Context: an optimization exercise on an open-source flow, tuned for small area, a short achievable clock period and few clock cycles per item. The choices shown serve that exercise and are no tape-out recipe. In this exercise RTL edits were held to simulation tests only and were not proved equivalent to the original.

==> flow/design.v (excerpt) <==
module skinny_top (
   output [127:0] cipher_o,
   output reg     done_o,
   input  [127:0] input_i, key_i, tweak1_i, tweak2_i,
   input          clk_i, rst_i, start_i
   ) ;
   reg [127:0] state, tk1, tk2, tk3;
   reg [5:0]   rc;
   reg         busy;    
   wire [127:0] s  [0:2];
   wire [127:0] t1 [0:2];
   wire [127:0] t2 [0:2];
   wire [127:0] t3 [0:2];
   wire [5:0]   c  [0:2];
   assign cipher_o = state;
   assign s[0] = state;
   assign t1[0] = tk1;
   assign t2[0] = tk2;
   assign t3[0] = tk3;
   assign c[0] = rc;
   genvar g;
   generate for (g = 0; g < 2; g = g + 1) begin : rnd
      skinny_round r (.so(s[g+1]), .si(s[g]), .t1(t1[g]), .t2(t2[g]), .t3(t3[g]), .rc(c[g]));
      skinny_tks ts (.t1o(t1[g+1]), .t2o(t2[g+1]), .t3o(t3[g+1]), .t1(t1[g]), .t2(t2[g]), .t3(t3[g]));
      assign c[g+1] = {c[g][4:0], c[g][5]^c[g][4]^1'b1};
   end endgenerate
   always @(posedge clk_i) begin
      if (!rst_i) begin
         done_o <= 1'b1;
         busy <= 1'b0;
         rc <= 6'h01;
      end else if (start_i) begin
         done_o <= 1'b0;
         busy <= 1'b1;
         rc <= 6'h01;
      end else begin
         rc <= c[2];
         if (rc == 6'h2d) begin
            done_o <= 1'b1;
            busy <= 1'b0;
         end
      end
   end
   wire [127:0] run  = {128{busy}};
   wire [127:0] idle = {128{done_o}};
   wire [127:0] nxt = (run & s[2]) | (idle & state);
   always @(posedge clk_i) begin
      state <= start_i ? input_i : nxt;
   end
   always @(posedge clk_i) begin
      tk1 <= (idle & tweak1_i) | (run & t1[2]);
      tk2 <= (idle & tweak2_i) | (run & t2[2]);
  ...
Size in the first run: ~640 I/O pins, about 31000 µm² of cells after synthesis.
export LEC_CHECK = 0
export ABC_AREA = 1
export CAP_MARGIN = 20
export CORE_MARGIN = 2
export CORE_UTILIZATION = 60
export CTS_CLUSTER_DIAMETER = 100
export CTS_CLUSTER_SIZE = 20
export SLEW_MARGIN = 20
create_clock -name core_clock -period 10.0 [get_ports {clk_i}]
standard.sh (not shown) runs the stock make flow with config.mk's settings and CLKGATE_MAP_FILE= SYNTH_SCRIPT=/design/flow/synth_recipe.tcl, a recipe that flattens the netlist after the stock synthesis.
==> flow/flow/run.sh <==
#!/bin/bash
set -euo pipefail
export BUFFER_PORTS_ARGS="-buffer_cell sky130_fd_sc_hd__buf_1"
export MY_ABC_SCRIPT="$PWD/flow/abc_map.script"
bash standard.sh SYNTH_SCRIPT="$PWD/flow/my_synth.tcl" SETUP_SLACK_MARGIN=6.5 finish > make_finish.log 2>&1
==> flow/flow/abc_map.script <==
strash
dch
map -B 0.9
topo
stime -c
buffer -c
upsize -c
dnsize -c
==> flow/flow/my_synth.tcl <==
proc synth {args} { yosys synth -nofsm -noshare {*}$args }
# Same as the standard flow's synthesis script, except that ABC's mapping script can be replaced
# by the file named in MY_ABC_SCRIPT.
proc abc {args} {
  if {[info exists ::env(MY_ABC_SCRIPT)] && $::env(MY_ABC_SCRIPT) ne ""} {
    set i [lsearch -exact $args -script]
    if {$i >= 0} { lset args [expr {$i + 1}] $::env(MY_ABC_SCRIPT) }
  }
  yosys abc {*}$args
}
source $::env(SCRIPTS_DIR)/synth.tcl
# left out here: clear keep_hierarchy, flatten, clean up, hide names made inside functions, write 1_2_yosys.v
Testbench counts at the start, summed over its fixed seeds: cycles 5,384, items 256.
==> next run, changes <==
==> flow/flow/abc_map.script (replaced) <==
strash
dch
map -B 0.9 -D 4500
topo
stime -c
buffer -c
upsize -c
dnsize -c
Settings changed: CTS_CLUSTER_DIAMETER 100 to not set, CTS_CLUSTER_SIZE 20 to not set.
Outcome:
- fmax shrinks slightly
- via count shrinks by a few percent
- first-iteration DRC count shrinks by a little under a tenth
- cell count shrinks by a few percent
==> next run, changes <==
==> flow/flow/run.sh (replaced) <==
#!/bin/bash
set -euo pipefail
export BUFFER_PORTS_ARGS="-buffer_cell sky130_fd_sc_hd__buf_1"
export MY_ABC_SCRIPT="$PWD/flow/abc_map.script"
bash standard.sh SYNTH_SCRIPT="$PWD/flow/my_synth.tcl" SETUP_SLACK_MARGIN=6.6 finish > make_finish.log 2>&1
Settings changed: CTS_CLUSTER_DIAMETER set to 100, CTS_CLUSTER_SIZE set to 20, PLACE_DENSITY set to 0.72.
Effect: The changed run passed the timing, DRC and antenna checks. Cell area barely changes. Wire length climbs by 0.92%. Clock-buffer cell count decreases by 43. Hold slack degrades by 0.018 ns. Synthesized cell count does not change.
==> next run, changes <==
==> flow/flow/run.sh (replaced) <==
#!/bin/bash
set -euo pipefail
export BUFFER_PORTS_ARGS="-buffer_cell sky130_fd_sc_hd__buf_1"
export MY_ABC_SCRIPT="$PWD/flow/abc_map.script"
bash standard.sh SYNTH_SCRIPT="$PWD/flow/my_synth.tcl" SETUP_SLACK_MARGIN=6.5 finish > make_finish.log 2>&1
==> flow/flow/abc_map.script (replaced) <==
strash
dch
map -B 0.9
topo
stime -c
buffer -c
upsize -c
dnsize -c
Settings changed: CORE_UTILIZATION 60 to 70, CTS_CLUSTER_DIAMETER 100 to not set, CTS_CLUSTER_SIZE 20 to not set, PLACE_DENSITY 0.72 to not set.
Outcome:
- Now the flow did not get past 5_1_grt with GRT-0116
- synthesized area grows by a few percent
- synthesized cell count grows by a little under a tenth
==> next run, changes <==
==> flow/flow/run.sh (replaced) <==
#!/bin/bash
set -euo pipefail
export BUFFER_PORTS_ARGS="-buffer_cell sky130_fd_sc_hd__buf_1"
export MY_ABC_SCRIPT="$PWD/flow/abc_map.script"
bash standard.sh SYNTH_SCRIPT="$PWD/flow/my_synth.tcl" SETUP_SLACK_MARGIN=6.6 finish > make_finish.log 2>&1
Settings changed: CORE_UTILIZATION 70 to 60, CTS_CLUSTER_DIAMETER set to 100, CTS_CLUSTER_SIZE set to 20, PLACE_DENSITY set to 0.72.
Outcome:
- With this change the flow produced a clean layout
- synthesized cell count stays the same
- area after synthesis does not change

==> afterwards: timing with drivers on the ports <==
Ports are ideal in the flow. The routed layouts listed here were re-timed in OpenROAD. Step 1, drivers: a clkbuf_16 drives clk_i and a buf_2 each remaining input, both assumed. Step 2 adds t to the input delays and takes it off the output delays; t is the mean of the earliest and latest rising clock arrival at the registers after step 1. Input paths then give back, and output paths get back, about the clock's delay inside the block. a / b / c = no drivers / after step 1 / after step 2; a / b = the first two.
run | t (ns) | setup WS [ns] | worst setup path at the end
the first run | 0.716 | 6.469 / 6.424 / 6.127 | input to register
the second run | 0.691 | 6.425 / 6.425 / 5.954 | input to register
the third run | 0.707 | 6.566 / 6.511 / 6.021 | input to register
the fifth run | 0.724 | 6.572 / 6.515 / 6.162 | input to register
After both steps every run listed still meets setup and hold. For the third run, which loses most, drivers alone change the setup slack by -0.055 ns; drivers and shift together by -0.545 ns.
